Context: an optimization exercise on an open-source flow, tuned for small area, a short achievable clock period and few clock cycles per item. The choices shown serve that exercise and are no tape-out recipe.
Only simulation tests tie the RTL to the original design; equivalence was not proved.
No activity file was given, so power comes from the tool's default toggle rates.

--- flow/design.v ---
`timescale 1ns / 1ps
module fa3 (input a, b, c, output s, co);
assign s  = a ^ b ^ c;
assign co = (a & b) | (a & c) | (b & c);
endmodule
module ha2 (input a, b, output s, co);
assign s  = a ^ b;
assign co = a & b;
endmodule
`timescale 1ns / 1ps
`timescale 1ns / 1ps
`timescale 1ns / 1ps
module systolic_array_controller (
	input clk,
	input rst_n,
	input [3:0] a11, a12, a21, a22,
	input [3:0] b11, b12, b21, b22,
	input in_valid,
	output logic [8:0] c11, c12, c21, c22,
	output logic out_valid
);
logic v_q;
always_ff @(posedge clk or negedge rst_n) begin
	if (~rst_n) {out_valid, v_q} <= 2'b00;
	else        {out_valid, v_q} <= {v_q, in_valid};
end
wire [17:0] c11_m; logic [17:0] c11_q;
assign c11_m[0] = ~(a11[0] & b11[0]);
assign c11_m[1] = ~(a12[0] & b21[0]);
assign c11_m[2] = ~(a12[1] & b21[0]);
wire c11_k0, c11_s1, c11_k1, c11_s2, c11_k2, c11_s4, c11_k4, c11_s5, c11_k5, c11_s8, c11_k8, c11_k9, c11_k11;
fa3 c11_u0 (.a(~(a11[0] & b11[1])), .b(~(a11[1] & b11[0])), .c(~(a12[0] & b21[1])), .s(c11_m[3]), .co(c11_k0));
fa3 c11_u1 (.a(~(a11[0] & b11[2])), .b(~(a11[1] & b11[1])), .c(~(a11[2] & b11[0])), .s(c11_s1), .co(c11_k1));
fa3 c11_u2 (.a(~(a12[0] & b21[2])), .b(~(a12[1] & b21[1])), .c(~(a12[2] & b21[0])), .s(c11_s2), .co(c11_k2));
fa3 c11_u3 (.a(c11_k0), .b(c11_s1), .c(c11_s2), .s(c11_m[4]), .co(c11_m[5]));
fa3 c11_u4 (.a(~(a11[0] & b11[3])), .b(~(a11[1] & b11[2])), .c(~(a11[2] & b11[1])), .s(c11_s4), .co(c11_k4));
fa3 c11_u5 (.a(~(a11[3] & b11[0])), .b(~(a12[0] & b21[3])), .c(~(a12[1] & b21[2])), .s(c11_s5), .co(c11_k5));
fa3 c11_u6 (.a(~(a12[2] & b21[1])), .b(~(a12[3] & b21[0])), .c(c11_k1), .s(c11_m[6]), .co(c11_m[9]));
fa3 c11_u7 (.a(c11_k2), .b(c11_s4), .c(c11_s5), .s(c11_m[7]), .co(c11_m[10]));
fa3 c11_u8 (.a(~(a11[1] & b11[3])), .b(~(a11[2] & b11[2])), .c(~(a11[3] & b11[1])), .s(c11_s8), .co(c11_k8));
fa3 c11_u9 (.a(~(a12[1] & b21[3])), .b(~(a12[2] & b21[2])), .c(~(a12[3] & b21[1])), .s(c11_m[8]), .co(c11_k9));
fa3 c11_u10 (.a(c11_k4), .b(c11_k5), .c(c11_s8), .s(c11_m[11]), .co(c11_m[13]));
fa3 c11_u11 (.a(~(a11[2] & b11[3])), .b(~(a11[3] & b11[2])), .c(~(a12[2] & b21[3])), .s(c11_m[12]), .co(c11_k11));
fa3 c11_u12 (.a(~(a12[3] & b21[2])), .b(c11_k8), .c(c11_k9), .s(c11_m[14]), .co(c11_m[15]));
fa3 c11_u13 (.a(~(a11[3] & b11[3])), .b(~(a12[3] & b21[3])), .c(c11_k11), .s(c11_m[16]), .co(c11_m[17]));
wire c11_2s0, c11_2k0, c11_2s1, c11_2k1, c11_2s2, c11_2k2, c11_2s3, c11_2k3, c11_2s4, c11_2k4, c11_2s5, c11_2k5;
fa3 c11_2u0 (.a(c11_q[8]), .b(c11_q[9]), .c(1'b1), .s(c11_2s0), .co(c11_2k0));
fa3 c11_2u1 (.a(c11_q[12]), .b(c11_q[13]), .c(1'b1), .s(c11_2s1), .co(c11_2k1));
fa3 c11_2u2 (.a(c11_q[5]), .b(c11_q[6]), .c(1'b1), .s(c11_2s2), .co(c11_2k2));
fa3 c11_2u3 (.a(c11_q[10]), .b(c11_q[11]), .c(c11_2s0), .s(c11_2s3), .co(c11_2k3));
fa3 c11_2u4 (.a(c11_q[14]), .b(c11_2k0), .c(c11_2s1), .s(c11_2s4), .co(c11_2k4));
fa3 c11_2u5 (.a(c11_q[15]), .b(c11_q[16]), .c(c11_2k1), .s(c11_2s5), .co(c11_2k5));
wire [8:0] c11_d;
wire c11_ak0, c11_ap0, c11_ak1, c11_ap1, c11_ak3, c11_ap3, c11_ak4, c11_ap4, c11_ak5, c11_ap5, c11_ak6, c11_ap6, c11_ak7, c11_ap7, c11_aK0_1, c11_aP0_1, c11_aK0_3, c11_aP0_3, c11_aK0_5, c11_aP0_5, c11_aK0_7, c11_aP0_7, c11_aK0_9, c11_aP0_9, c11_aK1_2, c11_aP1_2, c11_aK1_3, c11_aP1_3, c11_aK1_6, c11_aP1_6, c11_aK1_7, c11_aP1_7, c11_aK2_4, c11_aP2_4, c11_aK2_5, c11_aP2_5, c11_aK2_6, c11_aP2_6, c11_aK2_7, c11_aP2_7, c11_aK3_8, c11_aP3_8, c11_aK3_9, c11_aP3_9;
ha2 c11_ah0 (.a(c11_q[0]), .b(c11_q[1]), .s(c11_ap0), .co(c11_ak0));
ha2 c11_ah1 (.a(c11_q[2]), .b(c11_q[3]), .s(c11_ap1), .co(c11_ak1));
ha2 c11_ah3 (.a(c11_2s2), .b(c11_q[7]), .s(c11_ap3), .co(c11_ak3));
ha2 c11_ah4 (.a(c11_2s3), .b(c11_2k2), .s(c11_ap4), .co(c11_ak4));
ha2 c11_ah5 (.a(c11_2s4), .b(c11_2k3), .s(c11_ap5), .co(c11_ak5));
ha2 c11_ah6 (.a(c11_2s5), .b(c11_2k4), .s(c11_ap6), .co(c11_ak6));
ha2 c11_ah7 (.a(c11_q[17]), .b(c11_2k5), .s(c11_ap7), .co(c11_ak7));
assign c11_aK0_1 = c11_ak0 | (c11_ap0 & 1'b1);
assign c11_aP0_1 = c11_ap0 & 1'b0;
assign c11_aK0_3 = c11_q[4] | (~c11_q[4] & c11_ak1);
assign c11_aP0_3 = ~c11_q[4] & c11_ap1;
assign c11_aK0_5 = c11_ak4 | (c11_ap4 & c11_ak3);
assign c11_aP0_5 = c11_ap4 & c11_ap3;
assign c11_aK0_7 = c11_ak6 | (c11_ap6 & c11_ak5);
assign c11_aP0_7 = c11_ap6 & c11_ap5;
assign c11_aK0_9 = 1'b1 | (1'b0 & c11_ak7);
assign c11_aP0_9 = 1'b0 & c11_ap7;
assign c11_aK1_2 = c11_ak1 | (c11_ap1 & c11_aK0_1);
assign c11_aP1_2 = c11_ap1 & c11_aP0_1;
assign c11_aK1_3 = c11_aK0_3 | (c11_aP0_3 & c11_aK0_1);
assign c11_aP1_3 = c11_aP0_3 & c11_aP0_1;
assign c11_aK1_6 = c11_ak5 | (c11_ap5 & c11_aK0_5);
assign c11_aP1_6 = c11_ap5 & c11_aP0_5;
assign c11_aK1_7 = c11_aK0_7 | (c11_aP0_7 & c11_aK0_5);
assign c11_aP1_7 = c11_aP0_7 & c11_aP0_5;
assign c11_aK2_4 = c11_ak3 | (c11_ap3 & c11_aK1_3);
assign c11_aP2_4 = c11_ap3 & c11_aP1_3;
assign c11_aK2_5 = c11_aK0_5 | (c11_aP0_5 & c11_aK1_3);
assign c11_aP2_5 = c11_aP0_5 & c11_aP1_3;
assign c11_aK2_6 = c11_aK1_6 | (c11_aP1_6 & c11_aK1_3);
assign c11_aP2_6 = c11_aP1_6 & c11_aP1_3;
assign c11_aK2_7 = c11_aK1_7 | (c11_aP1_7 & c11_aK1_3);
assign c11_aP2_7 = c11_aP1_7 & c11_aP1_3;
assign c11_aK3_8 = c11_ak7 | (c11_ap7 & c11_aK2_7);
assign c11_aP3_8 = c11_ap7 & c11_aP2_7;
assign c11_aK3_9 = c11_aK0_9 | (c11_aP0_9 & c11_aK2_7);
assign c11_aP3_9 = c11_aP0_9 & c11_aP2_7;
assign c11_d[0] = ~(c11_ap0 ^ 1'b1);
assign c11_d[1] = ~(c11_ap1 ^ c11_aK0_1);
assign c11_d[2] = ~(~c11_q[4] ^ c11_aK1_2);
assign c11_d[3] = ~(c11_ap3 ^ c11_aK1_3);
assign c11_d[4] = ~(c11_ap4 ^ c11_aK2_4);
assign c11_d[5] = ~(c11_ap5 ^ c11_aK2_5);
assign c11_d[6] = ~(c11_ap6 ^ c11_aK2_6);
assign c11_d[7] = ~(c11_ap7 ^ c11_aK2_7);
assign c11_d[8] = ~(1'b0 ^ c11_aK3_8);
wire [17:0] c12_m; logic [17:0] c12_q;
assign c12_m[0] = ~(a11[0] & b12[0]);
assign c12_m[1] = ~(a12[0] & b22[0]);
assign c12_m[2] = ~(a12[1] & b22[0]);
wire c12_k0, c12_s1, c12_k1, c12_s2, c12_k2, c12_s4, c12_k4, c12_s5, c12_k5, c12_s8, c12_k8, c12_k9, c12_k11;
fa3 c12_u0 (.a(~(a11[0] & b12[1])), .b(~(a11[1] & b12[0])), .c(~(a12[0] & b22[1])), .s(c12_m[3]), .co(c12_k0));
fa3 c12_u1 (.a(~(a11[0] & b12[2])), .b(~(a11[1] & b12[1])), .c(~(a11[2] & b12[0])), .s(c12_s1), .co(c12_k1));
fa3 c12_u2 (.a(~(a12[0] & b22[2])), .b(~(a12[1] & b22[1])), .c(~(a12[2] & b22[0])), .s(c12_s2), .co(c12_k2));
fa3 c12_u3 (.a(c12_k0), .b(c12_s1), .c(c12_s2), .s(c12_m[4]), .co(c12_m[5]));
fa3 c12_u4 (.a(~(a11[0] & b12[3])), .b(~(a11[1] & b12[2])), .c(~(a11[2] & b12[1])), .s(c12_s4), .co(c12_k4));
fa3 c12_u5 (.a(~(a11[3] & b12[0])), .b(~(a12[0] & b22[3])), .c(~(a12[1] & b22[2])), .s(c12_s5), .co(c12_k5));
fa3 c12_u6 (.a(~(a12[2] & b22[1])), .b(~(a12[3] & b22[0])), .c(c12_k1), .s(c12_m[6]), .co(c12_m[9]));
fa3 c12_u7 (.a(c12_k2), .b(c12_s4), .c(c12_s5), .s(c12_m[7]), .co(c12_m[10]));
fa3 c12_u8 (.a(~(a11[1] & b12[3])), .b(~(a11[2] & b12[2])), .c(~(a11[3] & b12[1])), .s(c12_s8), .co(c12_k8));
fa3 c12_u9 (.a(~(a12[1] & b22[3])), .b(~(a12[2] & b22[2])), .c(~(a12[3] & b22[1])), .s(c12_m[8]), .co(c12_k9));
fa3 c12_u10 (.a(c12_k4), .b(c12_k5), .c(c12_s8), .s(c12_m[11]), .co(c12_m[13]));
fa3 c12_u11 (.a(~(a11[2] & b12[3])), .b(~(a11[3] & b12[2])), .c(~(a12[2] & b22[3])), .s(c12_m[12]), .co(c12_k11));
fa3 c12_u12 (.a(~(a12[3] & b22[2])), .b(c12_k8), .c(c12_k9), .s(c12_m[14]), .co(c12_m[15]));
fa3 c12_u13 (.a(~(a11[3] & b12[3])), .b(~(a12[3] & b22[3])), .c(c12_k11), .s(c12_m[16]), .co(c12_m[17]));
wire c12_2s0, c12_2k0, c12_2s1, c12_2k1, c12_2s2, c12_2k2, c12_2s3, c12_2k3, c12_2s4, c12_2k4, c12_2s5, c12_2k5;
fa3 c12_2u0 (.a(c12_q[8]), .b(c12_q[9]), .c(1'b1), .s(c12_2s0), .co(c12_2k0));
fa3 c12_2u1 (.a(c12_q[12]), .b(c12_q[13]), .c(1'b1), .s(c12_2s1), .co(c12_2k1));
fa3 c12_2u2 (.a(c12_q[5]), .b(c12_q[6]), .c(1'b1), .s(c12_2s2), .co(c12_2k2));
fa3 c12_2u3 (.a(c12_q[10]), .b(c12_q[11]), .c(c12_2s0), .s(c12_2s3), .co(c12_2k3));
fa3 c12_2u4 (.a(c12_q[14]), .b(c12_2k0), .c(c12_2s1), .s(c12_2s4), .co(c12_2k4));
fa3 c12_2u5 (.a(c12_q[15]), .b(c12_q[16]), .c(c12_2k1), .s(c12_2s5), .co(c12_2k5));
wire [8:0] c12_d;
wire c12_ak0, c12_ap0, c12_ak1, c12_ap1, c12_ak3, c12_ap3, c12_ak4, c12_ap4, c12_ak5, c12_ap5, c12_ak6, c12_ap6, c12_ak7, c12_ap7, c12_aK0_1, c12_aP0_1, c12_aK0_3, c12_aP0_3, c12_aK0_5, c12_aP0_5, c12_aK0_7, c12_aP0_7, c12_aK0_9, c12_aP0_9, c12_aK1_2, c12_aP1_2, c12_aK1_3, c12_aP1_3, c12_aK1_6, c12_aP1_6, c12_aK1_7, c12_aP1_7, c12_aK2_4, c12_aP2_4, c12_aK2_5, c12_aP2_5, c12_aK2_6, c12_aP2_6, c12_aK2_7, c12_aP2_7, c12_aK3_8, c12_aP3_8, c12_aK3_9, c12_aP3_9;
ha2 c12_ah0 (.a(c12_q[0]), .b(c12_q[1]), .s(c12_ap0), .co(c12_ak0));
ha2 c12_ah1 (.a(c12_q[2]), .b(c12_q[3]), .s(c12_ap1), .co(c12_ak1));
ha2 c12_ah3 (.a(c12_2s2), .b(c12_q[7]), .s(c12_ap3), .co(c12_ak3));
ha2 c12_ah4 (.a(c12_2s3), .b(c12_2k2), .s(c12_ap4), .co(c12_ak4));
ha2 c12_ah5 (.a(c12_2s4), .b(c12_2k3), .s(c12_ap5), .co(c12_ak5));
ha2 c12_ah6 (.a(c12_2s5), .b(c12_2k4), .s(c12_ap6), .co(c12_ak6));
ha2 c12_ah7 (.a(c12_q[17]), .b(c12_2k5), .s(c12_ap7), .co(c12_ak7));
assign c12_aK0_1 = c12_ak0 | (c12_ap0 & 1'b1);
assign c12_aP0_1 = c12_ap0 & 1'b0;
assign c12_aK0_3 = c12_q[4] | (~c12_q[4] & c12_ak1);
assign c12_aP0_3 = ~c12_q[4] & c12_ap1;
assign c12_aK0_5 = c12_ak4 | (c12_ap4 & c12_ak3);
assign c12_aP0_5 = c12_ap4 & c12_ap3;
assign c12_aK0_7 = c12_ak6 | (c12_ap6 & c12_ak5);
assign c12_aP0_7 = c12_ap6 & c12_ap5;
assign c12_aK0_9 = 1'b1 | (1'b0 & c12_ak7);
assign c12_aP0_9 = 1'b0 & c12_ap7;
assign c12_aK1_2 = c12_ak1 | (c12_ap1 & c12_aK0_1);
assign c12_aP1_2 = c12_ap1 & c12_aP0_1;
assign c12_aK1_3 = c12_aK0_3 | (c12_aP0_3 & c12_aK0_1);
assign c12_aP1_3 = c12_aP0_3 & c12_aP0_1;
assign c12_aK1_6 = c12_ak5 | (c12_ap5 & c12_aK0_5);
assign c12_aP1_6 = c12_ap5 & c12_aP0_5;
assign c12_aK1_7 = c12_aK0_7 | (c12_aP0_7 & c12_aK0_5);
assign c12_aP1_7 = c12_aP0_7 & c12_aP0_5;
assign c12_aK2_4 = c12_ak3 | (c12_ap3 & c12_aK1_3);
assign c12_aP2_4 = c12_ap3 & c12_aP1_3;
assign c12_aK2_5 = c12_aK0_5 | (c12_aP0_5 & c12_aK1_3);
assign c12_aP2_5 = c12_aP0_5 & c12_aP1_3;
assign c12_aK2_6 = c12_aK1_6 | (c12_aP1_6 & c12_aK1_3);
assign c12_aP2_6 = c12_aP1_6 & c12_aP1_3;
assign c12_aK2_7 = c12_aK1_7 | (c12_aP1_7 & c12_aK1_3);
assign c12_aP2_7 = c12_aP1_7 & c12_aP1_3;
assign c12_aK3_8 = c12_ak7 | (c12_ap7 & c12_aK2_7);
assign c12_aP3_8 = c12_ap7 & c12_aP2_7;
assign c12_aK3_9 = c12_aK0_9 | (c12_aP0_9 & c12_aK2_7);
assign c12_aP3_9 = c12_aP0_9 & c12_aP2_7;
assign c12_d[0] = ~(c12_ap0 ^ 1'b1);
assign c12_d[1] = ~(c12_ap1 ^ c12_aK0_1);
assign c12_d[2] = ~(~c12_q[4] ^ c12_aK1_2);
assign c12_d[3] = ~(c12_ap3 ^ c12_aK1_3);
assign c12_d[4] = ~(c12_ap4 ^ c12_aK2_4);
assign c12_d[5] = ~(c12_ap5 ^ c12_aK2_5);
assign c12_d[6] = ~(c12_ap6 ^ c12_aK2_6);
assign c12_d[7] = ~(c12_ap7 ^ c12_aK2_7);
assign c12_d[8] = ~(1'b0 ^ c12_aK3_8);
wire [17:0] c21_m; logic [17:0] c21_q;
assign c21_m[0] = ~(a21[0] & b11[0]);
assign c21_m[1] = ~(a22[0] & b21[0]);
assign c21_m[2] = ~(a22[1] & b21[0]);
wire c21_k0, c21_s1, c21_k1, c21_s2, c21_k2, c21_s4, c21_k4, c21_s5, c21_k5, c21_s8, c21_k8, c21_k9, c21_k11;
fa3 c21_u0 (.a(~(a21[0] & b11[1])), .b(~(a21[1] & b11[0])), .c(~(a22[0] & b21[1])), .s(c21_m[3]), .co(c21_k0));
fa3 c21_u1 (.a(~(a21[0] & b11[2])), .b(~(a21[1] & b11[1])), .c(~(a21[2] & b11[0])), .s(c21_s1), .co(c21_k1));
fa3 c21_u2 (.a(~(a22[0] & b21[2])), .b(~(a22[1] & b21[1])), .c(~(a22[2] & b21[0])), .s(c21_s2), .co(c21_k2));
fa3 c21_u3 (.a(c21_k0), .b(c21_s1), .c(c21_s2), .s(c21_m[4]), .co(c21_m[5]));
fa3 c21_u4 (.a(~(a21[0] & b11[3])), .b(~(a21[1] & b11[2])), .c(~(a21[2] & b11[1])), .s(c21_s4), .co(c21_k4));
fa3 c21_u5 (.a(~(a21[3] & b11[0])), .b(~(a22[0] & b21[3])), .c(~(a22[1] & b21[2])), .s(c21_s5), .co(c21_k5));
fa3 c21_u6 (.a(~(a22[2] & b21[1])), .b(~(a22[3] & b21[0])), .c(c21_k1), .s(c21_m[6]), .co(c21_m[9]));
fa3 c21_u7 (.a(c21_k2), .b(c21_s4), .c(c21_s5), .s(c21_m[7]), .co(c21_m[10]));
fa3 c21_u8 (.a(~(a21[1] & b11[3])), .b(~(a21[2] & b11[2])), .c(~(a21[3] & b11[1])), .s(c21_s8), .co(c21_k8));
fa3 c21_u9 (.a(~(a22[1] & b21[3])), .b(~(a22[2] & b21[2])), .c(~(a22[3] & b21[1])), .s(c21_m[8]), .co(c21_k9));
fa3 c21_u10 (.a(c21_k4), .b(c21_k5), .c(c21_s8), .s(c21_m[11]), .co(c21_m[13]));
fa3 c21_u11 (.a(~(a21[2] & b11[3])), .b(~(a21[3] & b11[2])), .c(~(a22[2] & b21[3])), .s(c21_m[12]), .co(c21_k11));
fa3 c21_u12 (.a(~(a22[3] & b21[2])), .b(c21_k8), .c(c21_k9), .s(c21_m[14]), .co(c21_m[15]));
fa3 c21_u13 (.a(~(a21[3] & b11[3])), .b(~(a22[3] & b21[3])), .c(c21_k11), .s(c21_m[16]), .co(c21_m[17]));
wire c21_2s0, c21_2k0, c21_2s1, c21_2k1, c21_2s2, c21_2k2, c21_2s3, c21_2k3, c21_2s4, c21_2k4, c21_2s5, c21_2k5;
fa3 c21_2u0 (.a(c21_q[8]), .b(c21_q[9]), .c(1'b1), .s(c21_2s0), .co(c21_2k0));
fa3 c21_2u1 (.a(c21_q[12]), .b(c21_q[13]), .c(1'b1), .s(c21_2s1), .co(c21_2k1));
fa3 c21_2u2 (.a(c21_q[5]), .b(c21_q[6]), .c(1'b1), .s(c21_2s2), .co(c21_2k2));
fa3 c21_2u3 (.a(c21_q[10]), .b(c21_q[11]), .c(c21_2s0), .s(c21_2s3), .co(c21_2k3));
fa3 c21_2u4 (.a(c21_q[14]), .b(c21_2k0), .c(c21_2s1), .s(c21_2s4), .co(c21_2k4));
fa3 c21_2u5 (.a(c21_q[15]), .b(c21_q[16]), .c(c21_2k1), .s(c21_2s5), .co(c21_2k5));
wire [8:0] c21_d;
wire c21_ak0, c21_ap0, c21_ak1, c21_ap1, c21_ak3, c21_ap3, c21_ak4, c21_ap4, c21_ak5, c21_ap5, c21_ak6, c21_ap6, c21_ak7, c21_ap7, c21_aK0_1, c21_aP0_1, c21_aK0_3, c21_aP0_3, c21_aK0_5, c21_aP0_5, c21_aK0_7, c21_aP0_7, c21_aK0_9, c21_aP0_9, c21_aK1_2, c21_aP1_2, c21_aK1_3, c21_aP1_3, c21_aK1_6, c21_aP1_6, c21_aK1_7, c21_aP1_7, c21_aK2_4, c21_aP2_4, c21_aK2_5, c21_aP2_5, c21_aK2_6, c21_aP2_6, c21_aK2_7, c21_aP2_7, c21_aK3_8, c21_aP3_8, c21_aK3_9, c21_aP3_9;
ha2 c21_ah0 (.a(c21_q[0]), .b(c21_q[1]), .s(c21_ap0), .co(c21_ak0));
ha2 c21_ah1 (.a(c21_q[2]), .b(c21_q[3]), .s(c21_ap1), .co(c21_ak1));
ha2 c21_ah3 (.a(c21_2s2), .b(c21_q[7]), .s(c21_ap3), .co(c21_ak3));
ha2 c21_ah4 (.a(c21_2s3), .b(c21_2k2), .s(c21_ap4), .co(c21_ak4));
ha2 c21_ah5 (.a(c21_2s4), .b(c21_2k3), .s(c21_ap5), .co(c21_ak5));
ha2 c21_ah6 (.a(c21_2s5), .b(c21_2k4), .s(c21_ap6), .co(c21_ak6));
ha2 c21_ah7 (.a(c21_q[17]), .b(c21_2k5), .s(c21_ap7), .co(c21_ak7));
assign c21_aK0_1 = c21_ak0 | (c21_ap0 & 1'b1);
assign c21_aP0_1 = c21_ap0 & 1'b0;
assign c21_aK0_3 = c21_q[4] | (~c21_q[4] & c21_ak1);
assign c21_aP0_3 = ~c21_q[4] & c21_ap1;
assign c21_aK0_5 = c21_ak4 | (c21_ap4 & c21_ak3);
assign c21_aP0_5 = c21_ap4 & c21_ap3;
assign c21_aK0_7 = c21_ak6 | (c21_ap6 & c21_ak5);
assign c21_aP0_7 = c21_ap6 & c21_ap5;
assign c21_aK0_9 = 1'b1 | (1'b0 & c21_ak7);
assign c21_aP0_9 = 1'b0 & c21_ap7;
assign c21_aK1_2 = c21_ak1 | (c21_ap1 & c21_aK0_1);
assign c21_aP1_2 = c21_ap1 & c21_aP0_1;
assign c21_aK1_3 = c21_aK0_3 | (c21_aP0_3 & c21_aK0_1);
assign c21_aP1_3 = c21_aP0_3 & c21_aP0_1;
assign c21_aK1_6 = c21_ak5 | (c21_ap5 & c21_aK0_5);
assign c21_aP1_6 = c21_ap5 & c21_aP0_5;
assign c21_aK1_7 = c21_aK0_7 | (c21_aP0_7 & c21_aK0_5);
assign c21_aP1_7 = c21_aP0_7 & c21_aP0_5;
assign c21_aK2_4 = c21_ak3 | (c21_ap3 & c21_aK1_3);
assign c21_aP2_4 = c21_ap3 & c21_aP1_3;
assign c21_aK2_5 = c21_aK0_5 | (c21_aP0_5 & c21_aK1_3);
assign c21_aP2_5 = c21_aP0_5 & c21_aP1_3;
assign c21_aK2_6 = c21_aK1_6 | (c21_aP1_6 & c21_aK1_3);
assign c21_aP2_6 = c21_aP1_6 & c21_aP1_3;
assign c21_aK2_7 = c21_aK1_7 | (c21_aP1_7 & c21_aK1_3);
assign c21_aP2_7 = c21_aP1_7 & c21_aP1_3;
assign c21_aK3_8 = c21_ak7 | (c21_ap7 & c21_aK2_7);
assign c21_aP3_8 = c21_ap7 & c21_aP2_7;
assign c21_aK3_9 = c21_aK0_9 | (c21_aP0_9 & c21_aK2_7);
assign c21_aP3_9 = c21_aP0_9 & c21_aP2_7;
assign c21_d[0] = ~(c21_ap0 ^ 1'b1);
assign c21_d[1] = ~(c21_ap1 ^ c21_aK0_1);
assign c21_d[2] = ~(~c21_q[4] ^ c21_aK1_2);
assign c21_d[3] = ~(c21_ap3 ^ c21_aK1_3);
assign c21_d[4] = ~(c21_ap4 ^ c21_aK2_4);
assign c21_d[5] = ~(c21_ap5 ^ c21_aK2_5);
assign c21_d[6] = ~(c21_ap6 ^ c21_aK2_6);
assign c21_d[7] = ~(c21_ap7 ^ c21_aK2_7);
assign c21_d[8] = ~(1'b0 ^ c21_aK3_8);
wire [17:0] c22_m; logic [17:0] c22_q;
assign c22_m[0] = ~(a21[0] & b12[0]);
assign c22_m[1] = ~(a22[0] & b22[0]);
assign c22_m[2] = ~(a22[1] & b22[0]);
wire c22_k0, c22_s1, c22_k1, c22_s2, c22_k2, c22_s4, c22_k4, c22_s5, c22_k5, c22_s8, c22_k8, c22_k9, c22_k11;
fa3 c22_u0 (.a(~(a21[0] & b12[1])), .b(~(a21[1] & b12[0])), .c(~(a22[0] & b22[1])), .s(c22_m[3]), .co(c22_k0));
fa3 c22_u1 (.a(~(a21[0] & b12[2])), .b(~(a21[1] & b12[1])), .c(~(a21[2] & b12[0])), .s(c22_s1), .co(c22_k1));
fa3 c22_u2 (.a(~(a22[0] & b22[2])), .b(~(a22[1] & b22[1])), .c(~(a22[2] & b22[0])), .s(c22_s2), .co(c22_k2));
fa3 c22_u3 (.a(c22_k0), .b(c22_s1), .c(c22_s2), .s(c22_m[4]), .co(c22_m[5]));
fa3 c22_u4 (.a(~(a21[0] & b12[3])), .b(~(a21[1] & b12[2])), .c(~(a21[2] & b12[1])), .s(c22_s4), .co(c22_k4));
fa3 c22_u5 (.a(~(a21[3] & b12[0])), .b(~(a22[0] & b22[3])), .c(~(a22[1] & b22[2])), .s(c22_s5), .co(c22_k5));
fa3 c22_u6 (.a(~(a22[2] & b22[1])), .b(~(a22[3] & b22[0])), .c(c22_k1), .s(c22_m[6]), .co(c22_m[9]));
fa3 c22_u7 (.a(c22_k2), .b(c22_s4), .c(c22_s5), .s(c22_m[7]), .co(c22_m[10]));
fa3 c22_u8 (.a(~(a21[1] & b12[3])), .b(~(a21[2] & b12[2])), .c(~(a21[3] & b12[1])), .s(c22_s8), .co(c22_k8));
fa3 c22_u9 (.a(~(a22[1] & b22[3])), .b(~(a22[2] & b22[2])), .c(~(a22[3] & b22[1])), .s(c22_m[8]), .co(c22_k9));
fa3 c22_u10 (.a(c22_k4), .b(c22_k5), .c(c22_s8), .s(c22_m[11]), .co(c22_m[13]));
fa3 c22_u11 (.a(~(a21[2] & b12[3])), .b(~(a21[3] & b12[2])), .c(~(a22[2] & b22[3])), .s(c22_m[12]), .co(c22_k11));
fa3 c22_u12 (.a(~(a22[3] & b22[2])), .b(c22_k8), .c(c22_k9), .s(c22_m[14]), .co(c22_m[15]));
fa3 c22_u13 (.a(~(a21[3] & b12[3])), .b(~(a22[3] & b22[3])), .c(c22_k11), .s(c22_m[16]), .co(c22_m[17]));
wire c22_2s0, c22_2k0, c22_2s1, c22_2k1, c22_2s2, c22_2k2, c22_2s3, c22_2k3, c22_2s4, c22_2k4, c22_2s5, c22_2k5;
fa3 c22_2u0 (.a(c22_q[8]), .b(c22_q[9]), .c(1'b1), .s(c22_2s0), .co(c22_2k0));
fa3 c22_2u1 (.a(c22_q[12]), .b(c22_q[13]), .c(1'b1), .s(c22_2s1), .co(c22_2k1));
fa3 c22_2u2 (.a(c22_q[5]), .b(c22_q[6]), .c(1'b1), .s(c22_2s2), .co(c22_2k2));
fa3 c22_2u3 (.a(c22_q[10]), .b(c22_q[11]), .c(c22_2s0), .s(c22_2s3), .co(c22_2k3));
fa3 c22_2u4 (.a(c22_q[14]), .b(c22_2k0), .c(c22_2s1), .s(c22_2s4), .co(c22_2k4));
fa3 c22_2u5 (.a(c22_q[15]), .b(c22_q[16]), .c(c22_2k1), .s(c22_2s5), .co(c22_2k5));
wire [8:0] c22_d;
wire c22_ak0, c22_ap0, c22_ak1, c22_ap1, c22_ak3, c22_ap3, c22_ak4, c22_ap4, c22_ak5, c22_ap5, c22_ak6, c22_ap6, c22_ak7, c22_ap7, c22_aK0_1, c22_aP0_1, c22_aK0_3, c22_aP0_3, c22_aK0_5, c22_aP0_5, c22_aK0_7, c22_aP0_7, c22_aK0_9, c22_aP0_9, c22_aK1_2, c22_aP1_2, c22_aK1_3, c22_aP1_3, c22_aK1_6, c22_aP1_6, c22_aK1_7, c22_aP1_7, c22_aK2_4, c22_aP2_4, c22_aK2_5, c22_aP2_5, c22_aK2_6, c22_aP2_6, c22_aK2_7, c22_aP2_7, c22_aK3_8, c22_aP3_8, c22_aK3_9, c22_aP3_9;
ha2 c22_ah0 (.a(c22_q[0]), .b(c22_q[1]), .s(c22_ap0), .co(c22_ak0));
ha2 c22_ah1 (.a(c22_q[2]), .b(c22_q[3]), .s(c22_ap1), .co(c22_ak1));
ha2 c22_ah3 (.a(c22_2s2), .b(c22_q[7]), .s(c22_ap3), .co(c22_ak3));
ha2 c22_ah4 (.a(c22_2s3), .b(c22_2k2), .s(c22_ap4), .co(c22_ak4));
ha2 c22_ah5 (.a(c22_2s4), .b(c22_2k3), .s(c22_ap5), .co(c22_ak5));
ha2 c22_ah6 (.a(c22_2s5), .b(c22_2k4), .s(c22_ap6), .co(c22_ak6));
ha2 c22_ah7 (.a(c22_q[17]), .b(c22_2k5), .s(c22_ap7), .co(c22_ak7));
assign c22_aK0_1 = c22_ak0 | (c22_ap0 & 1'b1);
assign c22_aP0_1 = c22_ap0 & 1'b0;
assign c22_aK0_3 = c22_q[4] | (~c22_q[4] & c22_ak1);
assign c22_aP0_3 = ~c22_q[4] & c22_ap1;
assign c22_aK0_5 = c22_ak4 | (c22_ap4 & c22_ak3);
assign c22_aP0_5 = c22_ap4 & c22_ap3;
assign c22_aK0_7 = c22_ak6 | (c22_ap6 & c22_ak5);
assign c22_aP0_7 = c22_ap6 & c22_ap5;
assign c22_aK0_9 = 1'b1 | (1'b0 & c22_ak7);
assign c22_aP0_9 = 1'b0 & c22_ap7;
assign c22_aK1_2 = c22_ak1 | (c22_ap1 & c22_aK0_1);
assign c22_aP1_2 = c22_ap1 & c22_aP0_1;
assign c22_aK1_3 = c22_aK0_3 | (c22_aP0_3 & c22_aK0_1);
assign c22_aP1_3 = c22_aP0_3 & c22_aP0_1;
assign c22_aK1_6 = c22_ak5 | (c22_ap5 & c22_aK0_5);
assign c22_aP1_6 = c22_ap5 & c22_aP0_5;
assign c22_aK1_7 = c22_aK0_7 | (c22_aP0_7 & c22_aK0_5);
assign c22_aP1_7 = c22_aP0_7 & c22_aP0_5;
assign c22_aK2_4 = c22_ak3 | (c22_ap3 & c22_aK1_3);
assign c22_aP2_4 = c22_ap3 & c22_aP1_3;
assign c22_aK2_5 = c22_aK0_5 | (c22_aP0_5 & c22_aK1_3);
assign c22_aP2_5 = c22_aP0_5 & c22_aP1_3;
assign c22_aK2_6 = c22_aK1_6 | (c22_aP1_6 & c22_aK1_3);
assign c22_aP2_6 = c22_aP1_6 & c22_aP1_3;
assign c22_aK2_7 = c22_aK1_7 | (c22_aP1_7 & c22_aK1_3);
assign c22_aP2_7 = c22_aP1_7 & c22_aP1_3;
assign c22_aK3_8 = c22_ak7 | (c22_ap7 & c22_aK2_7);
assign c22_aP3_8 = c22_ap7 & c22_aP2_7;
assign c22_aK3_9 = c22_aK0_9 | (c22_aP0_9 & c22_aK2_7);
assign c22_aP3_9 = c22_aP0_9 & c22_aP2_7;
assign c22_d[0] = ~(c22_ap0 ^ 1'b1);
assign c22_d[1] = ~(c22_ap1 ^ c22_aK0_1);
assign c22_d[2] = ~(~c22_q[4] ^ c22_aK1_2);
assign c22_d[3] = ~(c22_ap3 ^ c22_aK1_3);
assign c22_d[4] = ~(c22_ap4 ^ c22_aK2_4);
assign c22_d[5] = ~(c22_ap5 ^ c22_aK2_5);
assign c22_d[6] = ~(c22_ap6 ^ c22_aK2_6);
assign c22_d[7] = ~(c22_ap7 ^ c22_aK2_7);
assign c22_d[8] = ~(1'b0 ^ c22_aK3_8);
always_ff @(posedge clk) begin
	c11_q <= c11_m;
	c11 <= c11_d;
	c12_q <= c12_m;
	c12 <= c12_d;
	c21_q <= c21_m;
	c21 <= c21_d;
	c22_q <= c22_m;
	c22 <= c22_d;
end
endmodule
--- flow/flow/run.sh ---
#!/bin/bash
# Own layout flow: the standard layout (standard.sh), with the port buffers
# made from sky130_fd_sc_hd__buf_2 instead of the resizer's default choice.
# make's full output (yosys, openroad, ...) goes to make_finish.log here; ORFS
# keeps each step's own log under orfs/logs/.
set -euo pipefail
export BUFFER_PORTS_ARGS="-buffer_cell sky130_fd_sc_hd__buf_2"
bash standard.sh finish > make_finish.log 2>&1
--- flow/standard.sh ---
#!/bin/bash
# synth_recipe.tcl (not shown) runs the flow's synth.tcl, then flattens the netlist and writes it again
# the make line also repeats each setting of config.mk as NAME=value (left out here)
make -C /OpenROAD-flow-scripts/flow DESIGN_CONFIG=/design/flow/config.mk WORK_HOME=/design/flow/orfs CLKGATE_MAP_FILE= SYNTH_SCRIPT=/design/flow/synth_recipe.tcl "${@:-finish}"
--- flow/config.mk ---
export PLATFORM = sky130hd
export DESIGN_NAME = systolic_array_controller
export DESIGN_NICKNAME = systolic_array_controller
export VERILOG_FILES = /design/flow/design.v
export SDC_FILE = /design/flow/constraint.sdc
export NUM_CORES = 4
export LEC_CHECK = 0
export CAP_MARGIN = 20
export CORE_MARGIN = 2
export CORE_UTILIZATION = 65
export CTS_BUF_LIST = sky130_fd_sc_hd__clkbuf_8
export SLEW_MARGIN = 20
export SYNTH_HIERARCHICAL = 1
export SYNTH_MINIMUM_KEEP_SIZE = 0
--- flow/constraint.sdc ---
create_clock -name core_clock -period 5.0 [get_ports {clk}]
set_input_delay 1.0000 -clock core_clock [delete_from_list [all_inputs] [get_ports {clk}]]
set_output_delay 1.0000 -clock core_clock [all_outputs]
set_load 0.01 [all_outputs]
==> summary.md, run 1 <==
| Metric | Value |
|---|---|
| Yosys top cell area share | 39.7% |
| Hold buffers post-CTS | 0 |
| Layout Utilization | 73.7% |
| Flops & latches, synth | 110 |
| Layout cells sized above 1 | 18.2% |
| Final max-slew violation count | 0 |
| RePlAce Congestion | 0.779 |
| CTS buffer count | 9 |
| Final TNS setup | 0 ps |
| Number of I/O port buffers | 71 |
| R2r setup slk | 2440 ps |
| First-pass GRT wire length | 16.2 mm |
| Leading post-synthesis cells by cell area | dfxtp_1 40%, fa_1 29%, nand2_1 9.2%, ha_1 9.2%, clkbuf_1 2.2% |
| Die boundary height | 95.5 um |
| N_diodes | 0 |
| DRC | 0 |
| Core area | 0.00818 mm^2 |
| Highest achievable clock rate | 391 MHz |
| Tmin final | 2560 ps |
| Final cycle utilization of the critical path | 51.2% |
| Leading area contributor after synthesis | dfxtp_1 |
| Hold crit path type | reg2reg |
| Die area | 0.00912 mm^2 |
| Seq/Total Area, Yosys | 40.6% |
| Nets | 694 |
| Routed WL per cell | 14.6 um |
| Worst slack, placed | 2430 ps |
| Synth Area in Compound Gates | 2.64% |
| CP arrival | 2840 ps |
| Synth Area in XOR/XNOR | 2.57% |
| Multiplexer share of the synthesized area | 0% |
| Clock-pin slew on the worst setup and hold paths | 100 ps |
| Root buf cell | clkbuf_8 |
| Fin. Hold Viols | 0 |
| Static Leak | 2.57 nW |
| Worst-path fanout max | 3 |
| Crit end category | register |
| Via-per-instance ratio | 5.22 |
| Largest family of logic cells by synthesized area | adder cells |
| Critical path required time | 5280 ps |
| Row count | 33 |
| Starting Density | 66.6% |
| Post-route ant nets | 0 |
| Final setup viols | 0 |
| Drt first pass iters | 4 |
| CP Launch Type | register |
| Die Wd | 95.5 um |
| CTS H-tree lvls | 3 |
| WL final | 9.48 mm |
| Commonest non-fill, non-tap cell in the layout | nand2_1 |
| Grt ovf | 0 |
| Total clock sinks | 110 |
| I/O Pins | 72 |
| Area grow syn2layout | 10.7% |
| Overall power | 0.00279 W |
| Post-Synth Simple-Gate Area | 12.3% |
| VDD IR-drop max | 321 uV |
| Initial DRC Count | 123 |
| Skew final | 11.5 ps |
| Via count | 3390 |
| Setup Fix Bufs, Post-CTS | 0 |
| Antenna violations before repair | 0 |
| CTS max path bufs | 2 |
| Syn Inst Count | 478 |
| Commonest cells after routing, fill and taps aside | 134 x nand2_1, 108 x dfxtp_1, 80 x fa_1 |
| Adder-cell share of the synthesized area | 38.6% |
| Min Hold Slack | 375 ps |
| Max_cap viols | 0 |
| Synthesized area | 0.00544 mm^2 |
| PwrDens | 462 mW/mm^2 |
| Pin count of the biggest net entering global routing | 18 |
| Post_cts resized | 0 |
| YS warnings | 7 |
| Synth cell types | 25 |
| Unrepaired setup endpoints after global routing | no |
| Crit Path Class | reg2reg |
| Status | finished clean |
| Mean area per synthesized cell | 11.4 um^2 |
| CTS tree | done |
| GRT Resource Usage Total | 24.1% |
| Final WS setup | 2440 ps |
| Post-DP HPWL | 7.68 mm |
| Worst skew pair latency | 370 ps |
| Number of global-route vias before repair | 3625 |
==> critical path: stages (launching register included) <==
cell and delay, ps:
dfxtp_1 330, fa_1 560, fa_1 430, ha_1 340
o21a_1 190, a21oi_1 220, o21bai_1 90, ha_1 270
inv_1 30
==> Yosys cell counts (all sizes together) <==
library cell / count
nor2: 19
dfrtp: 2
o21ai: 5
xnor2: 8
o21a: 1
clkbuf: 32
a211o: 1
a21oi: 7
nand2: 134
inv: 13
conb: 1
a211oi: 3
fa: 80
nand3: 4
o211ai: 1
nor3: 3
xor2: 8
ha: 40
o21bai: 1
dfxtp: 108
or2: 4
nor4: 3
==> flip-flops by register name, summed over array words and instances (netlist names) <==
signal / cells
out_valid: 1
c12_q: 18
c12: 9
c21_q: 18
c11: 9
c11_q: 18
c22_q: 18
c22: 9
c21: 9
v_q: 1
==> modules after synthesis (local to each module, per instance) <==
| module | cells inside | area [um^2] |
|---|---|---|
| systolic_array_controller | 370 | 3490 |
| fa3 | 1 | 20.0 |
| ha2 | 1 | 12.5 |
==> power breakdown <==
group / total (W) / internal [W] / switching, W
combinational: 0.00112 / 0.000518 / 0.000602
sequential: 0.00119 / 0.00111 / 0.0000784
clock: 0.000479 / 0.000193 / 0.000286
total: 0.00279 / 0.00182 / 0.000966
==> kinds of logic (layout without fill, tap and decap cells) <==
family / after synthesis / count (layout)
other cells: 1 / 12
flops: 110 / 110
fa+ha+maj: 120 / 120
simple gates: 167 / 167
compound gates: 19 / 19
xor+xnor: 16 / 16
buf+inv: 45 / 100
==> path summary, 6_finish.rpt <==
| path | cells past startpoint | end | startpoint |
|---|---|---|---|
| hold / removal | 0 | out_valid | v_q |
| setup reg to reg | 8 | c22[7] | c22_q[8] |
| setup / recovery | 8 | c22[7] | c22_q[8] |
| min in group asynchronous | 1 | v_q | rst_n |
| max in group asynchronous | 1 | out_valid | rst_n |
| hold reg to reg | 0 | out_valid | v_q |
==> stage by stage <==
stage / std cells / instance area, um^2
after global routing: 649 / 6030
final: 649 / 6030
after detailed placement: 633 / 5850
after floorplan: 489 / 5480
after CTS: 649 / 6030
after global placement: 633 / 5850
==> cell type report <==
| class | instances | area (um^2) |
|---|---|---|
| Clock buffer | 10 | 138 |
| Clock inverter | 6 | 38.8 |
| Fill cell | 596 | 2150 |
| Inverter | 13 | 48.8 |
| Multi-Input combinational cell | 334 | 3100 |
| Sequential cell | 110 | 2210 |
| Tap cell | 105 | 131 |
| Timing Repair Buffer | 71 | 355 |
==> metal layers <==
| layer | wire [um] | vias to the layer above | part of all wire (%) | GRT usage, % |
|---|---|---|---|---|
| met2 | 5150 | 97 | 54 | 43.6 |
| met4 | 204 | 0 | 2.2 | 7.14 |
| li1 | - | 1585 | - | - |
| met3 | 498 | 15 | 5.3 | 5.30 |
| met1 | 3620 | 1693 | 38 | 28.7 |
| met5 | 0 | - | 0 | 0 |
Testbench counts, summed over its fixed seeds: cycles 1,216, items 1,200.
==> inputs of run 2 (changes only) <==
==> flow/flow/run.sh (replaced) <==
#!/bin/bash
# Own layout flow: the standard layout (standard.sh), with the port buffers
# made from sky130_fd_sc_hd__buf_1 instead of the resizer's default choice.
# make's full output (yosys, openroad, ...) goes to make_finish.log here; ORFS
# keeps each step's own log under orfs/logs/.
set -euo pipefail
export BUFFER_PORTS_ARGS="-buffer_cell sky130_fd_sc_hd__buf_1"
bash standard.sh finish > make_finish.log 2>&1
==> run 2 against run 1 <==
Effect of this change:
- critical path depth is the same
- core utilization shrank 0.96 points
- clock skew grew 1.7 ps
- cell count is the same
- still clean
- critical path type unchanged
- worst setup slack gained 31 ps
- combinational power shrank 4%
- non-clock buffer count is the same
- sequential power is essentially flat
- clock power grew 5.2%
- cell area shrank 1.3%
- first-iteration DRC count grew 19%
- clock-buffer cell count grew 1
==> summary.md, run 2 <==
| Metric | Value |
|---|---|
| Final WS setup | 2470 ps (+30.9 ps) |
| Status | finished clean |
| Worst skew pair latency | 370 ps (about the same) |
| Synthesized area | 0.00544 mm^2 (unchanged) |
| Switching pwr | 0.000975 W (+0.95%) |
| DR top layer | met4 |
| Synth cell types | 25 (unchanged) |
| Layout Utilization | 72.8% (-0.96 points) |
| Post_cts resized | 0 (unchanged) |
| Final TNS setup | 0 ps (unchanged) |
| Fin. Hold Viols | 0 (unchanged) |
| Count leader, synth | nand2_1 |
| PwrDens | 466 mW/mm^2 (+0.77%) |
| Critical path required time | 5280 ps (about the same) |
| Post-route ant nets | 0 (unchanged) |
| Max-slew headroom | 64.6% |
| Number of synthesized flops with an enable pin | 0 (unchanged) |
| Setup Fix Bufs, Post-CTS | 0 (unchanged) |
| CP Cell Sequence | fa_1 -> fa_1 -> ha_1 -> o21a_1 -> a21oi_1 -> o21bai_1 -> ha_1 -> inv_1 |
| DRC | 0 (unchanged) |
| Fill count | 627 (+5.2%) |
| Starting Density | 66.6% (unchanged) |
| Met3 routed WL | 537 um (+7.8%) |
| CTS max path bufs | 2 (unchanged) |
| Met2 wire length | 4.89 mm (-5.0%) |
| Nets | 694 (unchanged) |
| Largest stage delay, worst path | 560 ps (about the same) |
| First-pass GRT wire length | 16.2 mm (-0.30%) |
| Static Leak | 2.38 nW (-7.8%) |
| CP Launch Type | register |
| WP buf/inv | 1 (unchanged) |
| Seq/Total Area, Yosys | 40.6% (unchanged) |
| CP arrival | 2800 ps (-40 ps) |
| Tmin final | 2530 ps (-30.9 ps) |
| Mean area per synthesized cell | 11.4 um^2 (unchanged) |
| CTS H-tree lvls | 3 (unchanged) |
| Initial DRC Count | 146 (+19%) |
| Commonest cells after routing, fill and taps aside | 134 x nand2_1, 108 x dfxtp_1, 80 x fa_1 |
| GRT Resource Usage Total | 24.0% (-0.057 points) |
| Area occupied by multi-input gates | 0.00310 mm^2 (unchanged) |
| Async S/R FF share, synth | 1.82% (unchanged) |
| Yosys top cell area share | 39.7% (unchanged) |
| I/O Pins | 72 (unchanged) |
| N_diodes | 0 (unchanged) |
| CTS buffer count | 9 (unchanged) |
| Highest achievable clock rate | 396 MHz (+1.2%) |
| Crit Path Class | reg2reg |
| Row count | 33 (unchanged) |
| YS warnings | 7 (unchanged) |
| Final max-slew violation count | 0 (unchanged) |
| Die area | 0.00912 mm^2 (unchanged) |
| Crit end category | register |
| Skew final | 13.2 ps (+1.69 ps) |
| Worst-path fanout max | 3 (unchanged) |
| Placed Cells | 633 (unchanged) |
| Hold crit path type | reg2reg |
| Switching part of the total | 35.2% (+0.52 points) |
| Root buf cell | clkbuf_8 |
| Internal power | 0.00180 W (-1.3%) |
| VDD IR-drop max | 326 uV (+1.4%) |
| Slowest-stage cell, CP | fa_1 |
| Total clock sinks | 110 (unchanged) |
| Leading post-synthesis cells by cell area | dfxtp_1 40%, fa_1 29%, nand2_1 9.2%, ha_1 9.2%, clkbuf_1 2.2% |
| Hold depth | 0 (unchanged) |
| Leading area contributor after synthesis | dfxtp_1 |
| Grt ovf | 0 (unchanged) |
| CTS tree | done |
| Commonest non-fill, non-tap cell in the layout | nand2_1 |
| Via-per-instance ratio | 5.15 (-1.3%) |
| Die Wd | 95.5 um (unchanged) |
| Unrepaired setup endpoints after global routing | no |
| Drt first pass iters | 4 (unchanged) |
| Number of global-route vias before repair | 3553 (-2.0%) |
| Die boundary height | 95.5 um (unchanged) |
| Post-DP HPWL | 7.68 mm (about the same) |
| Post-synth top flop | dfxtp_1 |
| Sequential share of power | 43.1% (+0.4 points) |
| FF+latch area | 0.00221 mm^2 (unchanged) |
| Logic pwr share | 38.7% (-1.5 points) |
| Number of I/O port buffers | 71 (unchanged) |
| WL final | 9.44 mm (-0.36%) |
| Routed WL per cell | 14.6 um (-0.36%) |
| Antenna violations before repair | 0 (unchanged) |
| Hold buffers post-CTS | 0 (unchanged) |
| Cell count along the critical path | 8 (unchanged) |
| Worst slack, placed | 2390 ps (-45.5 ps) |
| Final setup viols | 0 (unchanged) |
| Max_cap viols | 0 (unchanged) |
| Clock Power Share | 18.2% (+1.0 points) |
| Flops & latches, synth | 110 (unchanged) |
| Non-Filler Instances | 649 (unchanged) |
| Critical path's top delay family | adder cells |
| R2R depth | 8 (unchanged) |
| Via count | 3345 (-1.3%) |
| Clock-pin slew on the worst setup and hold paths | 100 ps (about the same) |
| Area grow syn2layout | 9.29% |
| RePlAce Congestion | 0.831 (+6.7%) |
| Pin count of the biggest net entering global routing | 18 (unchanged) |
| Syn Inst Count | 478 (unchanged) |
| Core area | 0.00818 mm^2 (unchanged) |
| Least-Margin Pin Slew | 531 ps |
| Final cycle utilization of the critical path | 50.5% (-0.62 points) |
| Synth top cells by count | 134 x nand2_1, 108 x dfxtp_1, 80 x fa_1 |
| Overall power | 0.00277 W (-0.54%) |
| Layout cells sized above 1 | 5.33% (-13 points) |
| Met1 WL | 3.79 mm (+4.7%) |
[run 2: cell count changes in the layout (fill, tap and decap cells not counted)]
cell / delta
inv_6: -1
buf_2: -71
buf_1: +71
inv_1: -1
clkinv_4: +1
clkbuf_8: +1
[run 2: area by class of cell]
cell class,count,share of cell area [%]
clock buffer,11,2.55
timing repair buffer,71,4.48
tap,105,2.21
clock inverter,5,0.589
multi-input combinational,334,52.2
sequential,110,37.2
inverter,13,0.820
[run 2: path summary, 6_finish.rpt]
| kind | slack, ps | startpoint | to |
|---|---|---|---|
| worst max-delay path | 2470 | c22_q[8] | c22[7] |
| worst min-delay path | 380 | v_q | out_valid |
| worst max register to register | 2470 | c22_q[8] | c22[7] |
| worst min register to register | 380 | v_q | out_valid |
| max in group asynchronous | 4460 | rst_n | v_q |
| min in group asynchronous | 410 | rst_n | out_valid |
[run 2: routing by layer]
metal / vias to the layer above / track usage, %
li1: 1582 / -
met1: 1654 / 29.9
met2: 89 / 42.6
met3: 20 / 3.87
met4: 0 / 8.33
met5: - / 0
[run 2: per-module statistics from Yosys, one instance, submodules excluded]
module / area (um^2) / flip-flops and latches / cells / copies in the design
ha2: 12.5 / 0 / 1 / 28
fa3: 20.0 / 0 / 1 / 80
systolic_array_controller: 3490 / 110 / 370 / 1
[run 2: logic make-up (layout without fill, tap and decap cells)]
family | Yosys count | count (layout) | share of synthesized area (%)
simple gates | 167 | 167 | 12.3
fa+ha+maj | 120 | 120 | 38.6
flops | 110 | 110 | 40.6
buf+inv | 45 | 100 | 3.10
compound gates | 19 | 19 | 2.64
xor+xnor | 16 | 16 | 2.57
other cells | 1 | 12 | 0.0689
[run 2: power groups by stage]
stage | Clock (W) | Sequential [W] | Combinational, W
floorplan | 0 | 0.00127 | 0.000766
global placement | 0 | 0.00121 | 0.00105
detailed placement | 0 | 0.00122 | 0.00109
CTS | 0.000514 | 0.00120 | 0.00110
global route | 0.000543 | 0.00122 | 0.00125
finish | 0.000504 | 0.00120 | 0.00107
[run 2: worst register-to-register path: stages, from the launching register on]
cell,delay (ps)
dfxtp_1,330
fa_1,560
fa_1,420
ha_1,340
o21a_1,190
a21oi_1,210
o21bai_1,90
ha_1,270
inv_1,30
[run 2: metrics by stage]
stage / cell area, um^2 / hold slack [ps]
after global placement: 5760 / 342
final: 5950 / 381
after global routing: 5950 / 398
after floorplan: 5480 / 331
after detailed placement: 5760 / 365
after CTS: 5950 / 389
==> inputs of run 3 (changes only) <==
--- a/flow/design.v
+++ b/flow/design.v
@@ -9,2 +9,5 @@
 endmodule
+module xn2 (input a, b, output y);
+assign y = ~(a ^ b);
+endmodule
 `timescale 1ns / 1ps
@@ -46,5 +49,5 @@
 wire c11_2s0, c11_2k0, c11_2s1, c11_2k1, c11_2s2, c11_2k2, c11_2s3, c11_2k3, c11_2s4, c11_2k4, c11_2s5, c11_2k5;
-fa3 c11_2u0 (.a(c11_q[8]), .b(c11_q[9]), .c(1'b1), .s(c11_2s0), .co(c11_2k0));
-fa3 c11_2u1 (.a(c11_q[12]), .b(c11_q[13]), .c(1'b1), .s(c11_2s1), .co(c11_2k1));
-fa3 c11_2u2 (.a(c11_q[5]), .b(c11_q[6]), .c(1'b1), .s(c11_2s2), .co(c11_2k2));
+fa3 c11_2u0 (.a(1'b1), .b(c11_q[8]), .c(c11_q[9]), .s(c11_2s0), .co(c11_2k0));
+fa3 c11_2u1 (.a(1'b1), .b(c11_q[12]), .c(c11_q[13]), .s(c11_2s1), .co(c11_2k1));
+fa3 c11_2u2 (.a(1'b1), .b(c11_q[5]), .c(c11_q[6]), .s(c11_2s2), .co(c11_2k2));
 fa3 c11_2u3 (.a(c11_q[10]), .b(c11_q[11]), .c(c11_2s0), .s(c11_2s3), .co(c11_2k3));
@@ -120,5 +123,5 @@
 wire c12_2s0, c12_2k0, c12_2s1, c12_2k1, c12_2s2, c12_2k2, c12_2s3, c12_2k3, c12_2s4, c12_2k4, c12_2s5, c12_2k5;
-fa3 c12_2u0 (.a(c12_q[8]), .b(c12_q[9]), .c(1'b1), .s(c12_2s0), .co(c12_2k0));
-fa3 c12_2u1 (.a(c12_q[12]), .b(c12_q[13]), .c(1'b1), .s(c12_2s1), .co(c12_2k1));
-fa3 c12_2u2 (.a(c12_q[5]), .b(c12_q[6]), .c(1'b1), .s(c12_2s2), .co(c12_2k2));
+fa3 c12_2u0 (.a(1'b1), .b(c12_q[8]), .c(c12_q[9]), .s(c12_2s0), .co(c12_2k0));
+fa3 c12_2u1 (.a(1'b1), .b(c12_q[12]), .c(c12_q[13]), .s(c12_2s1), .co(c12_2k1));
+fa3 c12_2u2 (.a(1'b1), .b(c12_q[5]), .c(c12_q[6]), .s(c12_2s2), .co(c12_2k2));
 fa3 c12_2u3 (.a(c12_q[10]), .b(c12_q[11]), .c(c12_2s0), .s(c12_2s3), .co(c12_2k3));
@@ -194,5 +197,5 @@
 wire c21_2s0, c21_2k0, c21_2s1, c21_2k1, c21_2s2, c21_2k2, c21_2s3, c21_2k3, c21_2s4, c21_2k4, c21_2s5, c21_2k5;
-fa3 c21_2u0 (.a(c21_q[8]), .b(c21_q[9]), .c(1'b1), .s(c21_2s0), .co(c21_2k0));
-fa3 c21_2u1 (.a(c21_q[12]), .b(c21_q[13]), .c(1'b1), .s(c21_2s1), .co(c21_2k1));
-fa3 c21_2u2 (.a(c21_q[5]), .b(c21_q[6]), .c(1'b1), .s(c21_2s2), .co(c21_2k2));
+fa3 c21_2u0 (.a(1'b1), .b(c21_q[8]), .c(c21_q[9]), .s(c21_2s0), .co(c21_2k0));
+fa3 c21_2u1 (.a(1'b1), .b(c21_q[12]), .c(c21_q[13]), .s(c21_2s1), .co(c21_2k1));
+fa3 c21_2u2 (.a(1'b1), .b(c21_q[5]), .c(c21_q[6]), .s(c21_2s2), .co(c21_2k2));
 fa3 c21_2u3 (.a(c21_q[10]), .b(c21_q[11]), .c(c21_2s0), .s(c21_2s3), .co(c21_2k3));
@@ -268,5 +271,5 @@
 wire c22_2s0, c22_2k0, c22_2s1, c22_2k1, c22_2s2, c22_2k2, c22_2s3, c22_2k3, c22_2s4, c22_2k4, c22_2s5, c22_2k5;
-fa3 c22_2u0 (.a(c22_q[8]), .b(c22_q[9]), .c(1'b1), .s(c22_2s0), .co(c22_2k0));
-fa3 c22_2u1 (.a(c22_q[12]), .b(c22_q[13]), .c(1'b1), .s(c22_2s1), .co(c22_2k1));
-fa3 c22_2u2 (.a(c22_q[5]), .b(c22_q[6]), .c(1'b1), .s(c22_2s2), .co(c22_2k2));
+fa3 c22_2u0 (.a(1'b1), .b(c22_q[8]), .c(c22_q[9]), .s(c22_2s0), .co(c22_2k0));
+fa3 c22_2u1 (.a(1'b1), .b(c22_q[12]), .c(c22_q[13]), .s(c22_2s1), .co(c22_2k1));
+fa3 c22_2u2 (.a(1'b1), .b(c22_q[5]), .c(c22_q[6]), .s(c22_2s2), .co(c22_2k2));
 fa3 c22_2u3 (.a(c22_q[10]), .b(c22_q[11]), .c(c22_2s0), .s(c22_2s3), .co(c22_2k3));
==> run 3 against run 2 <==
Effect of this change:
- still clean on timing, DRC and antenna
- combinational power about the same
- sequential share of layout area barely moved
- first-iteration DRC count fell by 18%
- critical path depth up 1
- clock skew fell by 1.3 ps
- die area increased by 0.12%
- power is 0.51% higher
- critical endpoint unchanged
- largest cell class unchanged
==> summary.md, run 3 <==
| Metric | Value |
|---|---|
| Core area | 0.00818 mm^2 (unchanged) |
| Initial DRC Count | 119 (-18%) |
| CTS H-tree lvls | 3 (unchanged) |
| Nets | 695 (+0.14%) |
| Area occupied by multi-input gates | 0.00311 mm^2 (+0.32%) |
| Total clock sinks | 110 (unchanged) |
| PwrDens | 469 mW/mm^2 (+0.63%) |
| R2R depth | 9 (+1) |
| N_diodes | 0 (unchanged) |
| CP arrival | 2800 ps (about the same) |
| Drt first pass iters | 4 (unchanged) |
| Fill count | 618 (-1.4%) |
| Min Hold Slack | 374 ps (-7.70 ps) |
| Overall power | 0.00279 W (+0.51%) |
| Post-synth top flop | dfxtp_1 |
| CTS tree | done |
| Async S/R FF share, synth | 1.82% (unchanged) |
| Pin count of the biggest net entering global routing | 19 (+1) |
| Hold crit path type | reg2reg |
| First-pass GRT wire length | 16.2 mm (-0.13%) |
| Static Leak | 2.36 nW (-0.52%) |
| Slowest-stage cell, CP | fa_1 |
| Synth top cells by count | 136 x nand2_1, 108 x dfxtp_1, 80 x fa_1 |
| Layout cells sized above 1 | 4.95% (-0.38 points) |
| Leading post-synthesis cells by cell area | dfxtp_1 40%, fa_1 29%, nand2_1 9.4%, ha_1 9.2%, clkbuf_1 2.2% |
| Synth Area in XOR/XNOR | 2.57% (-0.0030 points) |
| Largest family of logic cells by synthesized area | adder cells |
| Syn Inst Count | 479 (+0.21%) |
| Seq/Total Area, Yosys | 40.6% (-0.047 points) |
| CP Cell Sequence | fa_1 -> fa_1 -> ha_1 -> nor2_1 -> a211oi_2 -> nand3_1 -> nand2_1 -> ha_1 -> inv_1 |
| Mean area per synthesized cell | 11.4 um^2 (about the same) |
| Worst-path fanout max | 3 (unchanged) |
| Setup Fix Bufs, Post-CTS | 0 (unchanged) |
| Area grow syn2layout | 9.02% |
| Grt ovf | 0 (unchanged) |
| Final setup viols | 0 (unchanged) |
| Row count | 33 (unchanged) |
| Crit end category | register |
| Count leader, synth | nand2_1 |
| Routed WL per cell | 14.9 um (+2.7%) |
| Post-DP HPWL | 7.87 mm (+2.4%) |
| Synth Area in Compound Gates | 2.30% (-0.35 points) |
| Worst skew pair latency | 380 ps (about the same) |
| Die area | 0.00913 mm^2 (+0.12%) |
| Status | finished clean |
| I/O Pins | 72 (unchanged) |
| Final TNS setup | 0 ps (unchanged) |
| Leading area contributor after synthesis | dfxtp_1 |
| Largest stage delay, worst path | 520 ps (-40 ps) |
| Synth cell types | 19 (-24%) |
| Die boundary height | 95.6 um (about the same) |
| VDD IR-drop max | 304 uV (-6.8%) |
| CP Launch Type | register |
| Root buf cell | clkbuf_8 |
| Post_cts resized | 0 (unchanged) |
| Tmin final | 2470 ps (-61.4 ps) |
| Flops & latches, synth | 110 (unchanged) |
| Unrepaired setup endpoints after global routing | no |
| Adder-cell share of the synthesized area | 38.6% (-0.044 points) |
| Fin. Hold Viols | 0 (unchanged) |
| Hold buffers post-CTS | 0 (unchanged) |
| Skew final | 11.9 ps (-1.31 ps) |
| Starting Density | 66.7% (+0.077 points) |
| Via-per-instance ratio | 5.23 (+1.5%) |
| Antenna violations before repair | 0 (unchanged) |
| Post-Synth Simple-Gate Area | 12.9% (+0.51 points) |
| Synthesized area | 0.00545 mm^2 (+0.11%) |
| Hold depth | 0 (unchanged) |
| Non-Filler Instances | 650 (+0.15%) |
| Post-route ant nets | 0 (unchanged) |
| Number of I/O port buffers | 71 (unchanged) |
| Crit Path Class | reg2reg |
| Die Wd | 95.6 um (about the same) |
| CTS buffer count | 9 (unchanged) |
| Critical path required time | 5330 ps (+50 ps) |
| Commonest cells after routing, fill and taps aside | 136 x nand2_1, 108 x dfxtp_1, 80 x fa_1 |
| Multiplexer share of the synthesized area | 0% (unchanged) |
| FF+latch area | 0.00221 mm^2 (unchanged) |
| CTS max path bufs | 2 (unchanged) |
| DRC | 0 (unchanged) |
| Max_cap viols | 0 (unchanged) |
| Via count | 3399 (+1.6%) |
| Clock-pin slew on the worst setup and hold paths | 100 ps (about the same) |
| WL final | 9.72 mm (+2.9%) |
| YS warnings | 7 (unchanged) |
| Placed Cells | 634 (+0.16%) |
| Final max-slew violation count | 0 (unchanged) |
| R2r setup slk | 2530 ps (+60 ps) |
| RePlAce Congestion | 0.847 (+1.9%) |
| GRT Resource Usage Total | 24.2% (+0.22 points) |
| Number of synthesized flops with an enable pin | 0 (unchanged) |
| Commonest non-fill, non-tap cell in the layout | nand2_1 |
| Number of global-route vias before repair | 3513 (-1.1%) |
| Final cycle utilization of the critical path | 49.3% (-1.2 points) |
| Highest achievable clock rate | 406 MHz (+2.5%) |
| Yosys top cell area share | 39.7% (-0.046 points) |
[run 3: worst max-delay path, delay by kind of cell, from the launching register on]
| kind | cells | cell delay (ps) |
|---|---|---|
| adder cells (fa/ha/maj) | 4 | 1490 |
| flip-flops | 1 | 340 |
| AO/OA/AOI/OAI | 1 | 290 |
| AND/OR/NAND/NOR | 3 | 260 |
| buffers and inverters | 1 | 50 |
[run 3: cell type report]
| cell class | count | share of cell area [%] |
|---|---|---|
| clock inverter | 7 | 0.821 |
| multi-input combinational | 336 | 52.4 |
| inverter | 12 | 0.758 |
| sequential | 110 | 37.2 |
| tap | 105 | 2.21 |
| timing repair buffer | 71 | 4.49 |
| clock buffer | 9 | 2.09 |
[run 3: per-module statistics from Yosys (local to each module, per instance)]
module,copies in the design,cells inside,flops+latches
systolic_array_controller,1,371,110
fa3,80,1,0
ha2,28,1,0
[run 3: cells by family (layout without fill, tap and decap cells)]
kind of cell,count (synthesis),after routing
adder cells (fa/ha/maj),120,120
AND/OR/NAND/NOR,172,172
flip-flops,110,110
other,1,12
buffers and inverters,44,99
AO/OA/AOI/OAI,16,16
XOR/XNOR,16,16
[run 3: final timing paths]
check / start / end
min in group asynchronous: rst_n / out_valid
hold reg to reg: v_q / out_valid
max in group asynchronous: rst_n / v_q
setup reg to reg: c22_q[8] / c22[7]
hold / removal: v_q / out_valid
setup / recovery: c22_q[8] / c22[7]
[run 3: through the flow]
| step | utilization [%] | instance area, um^2 | worst slack [ps] |
|---|---|---|---|
| after floorplan | - | 5490 | 2590 |
| after global placement | 70.6 | 5770 | 2420 |
| after detailed placement | 70.6 | 5770 | 2340 |
| after CTS | 72.7 | 5940 | 2510 |
| after global routing | 72.7 | 5940 | 2400 |
| final | 72.7 | 5940 | 2530 |
[run 3: layer usage]
| layer | share of wire, % | wire (um) | global-route usage, % | vias to the layer above |
|---|---|---|---|---|
| li1 | - | - | - | 1589 |
| met3 | 5.0 | 487 | 4.66 | 25 |
| met2 | 51 | 4980 | 40.3 | 99 |
| met5 | 0 | 0 | 0 | - |
| met1 | 40 | 3930 | 30.6 | 1686 |
| met4 | 3.3 | 323 | 11.5 | 0 |
[run 3: where the power goes]
| group | switching [W] | internal [W] |
|---|---|---|
| Sequential | 0.0000828 | 0.00111 |
| Clock | 0.000308 | 0.000182 |
| Combinational | 0.000617 | 0.000485 |
| Total | 0.00101 | 0.00178 |
Testbench counts of run 3, summed over its fixed seeds: cycles 1,216, items 1,200.

re-timing with driven ports:
In the flow no input, the clock included, has a driving cell. The finished layouts below were timed again as built, in two steps. Step 1 sets driving cells, clkbuf_16 on the clock port and buf_2 on the other inputs (assumed; they add their load-dependent delay and slew). Step 2 times the ports against the registers' clock, not the clock port: input delays grow and output delays shrink by t, the midpoint of the rising clock arrivals with the driver on. Slacks: ideal ports / drivers / drivers and shift; pairs: ideal ports / drivers.
run | t, ns | setup WS [ns] | hold slack, ns | worst setup path after step 2 | worst data-port slew with drivers (ns)
run 1 | 0.395 | 2.442 / 2.442 / 2.442 | 0.375 / 0.375 / 0.375 | register to register | 0.06
run 2 | 0.391 | 2.473 / 2.473 / 2.339 | 0.381 / 0.381 / 0.381 | input to register | 0.06
run 3 | 0.404 | 2.534 / 2.534 / 2.333 | 0.374 / 0.374 / 0.374 | input to register | 0.06
After both steps every run listed still meets setup and hold. The setup slack of run 3, which loses most, moves by 0.000 ns with the drivers and by -0.201 ns with both steps.
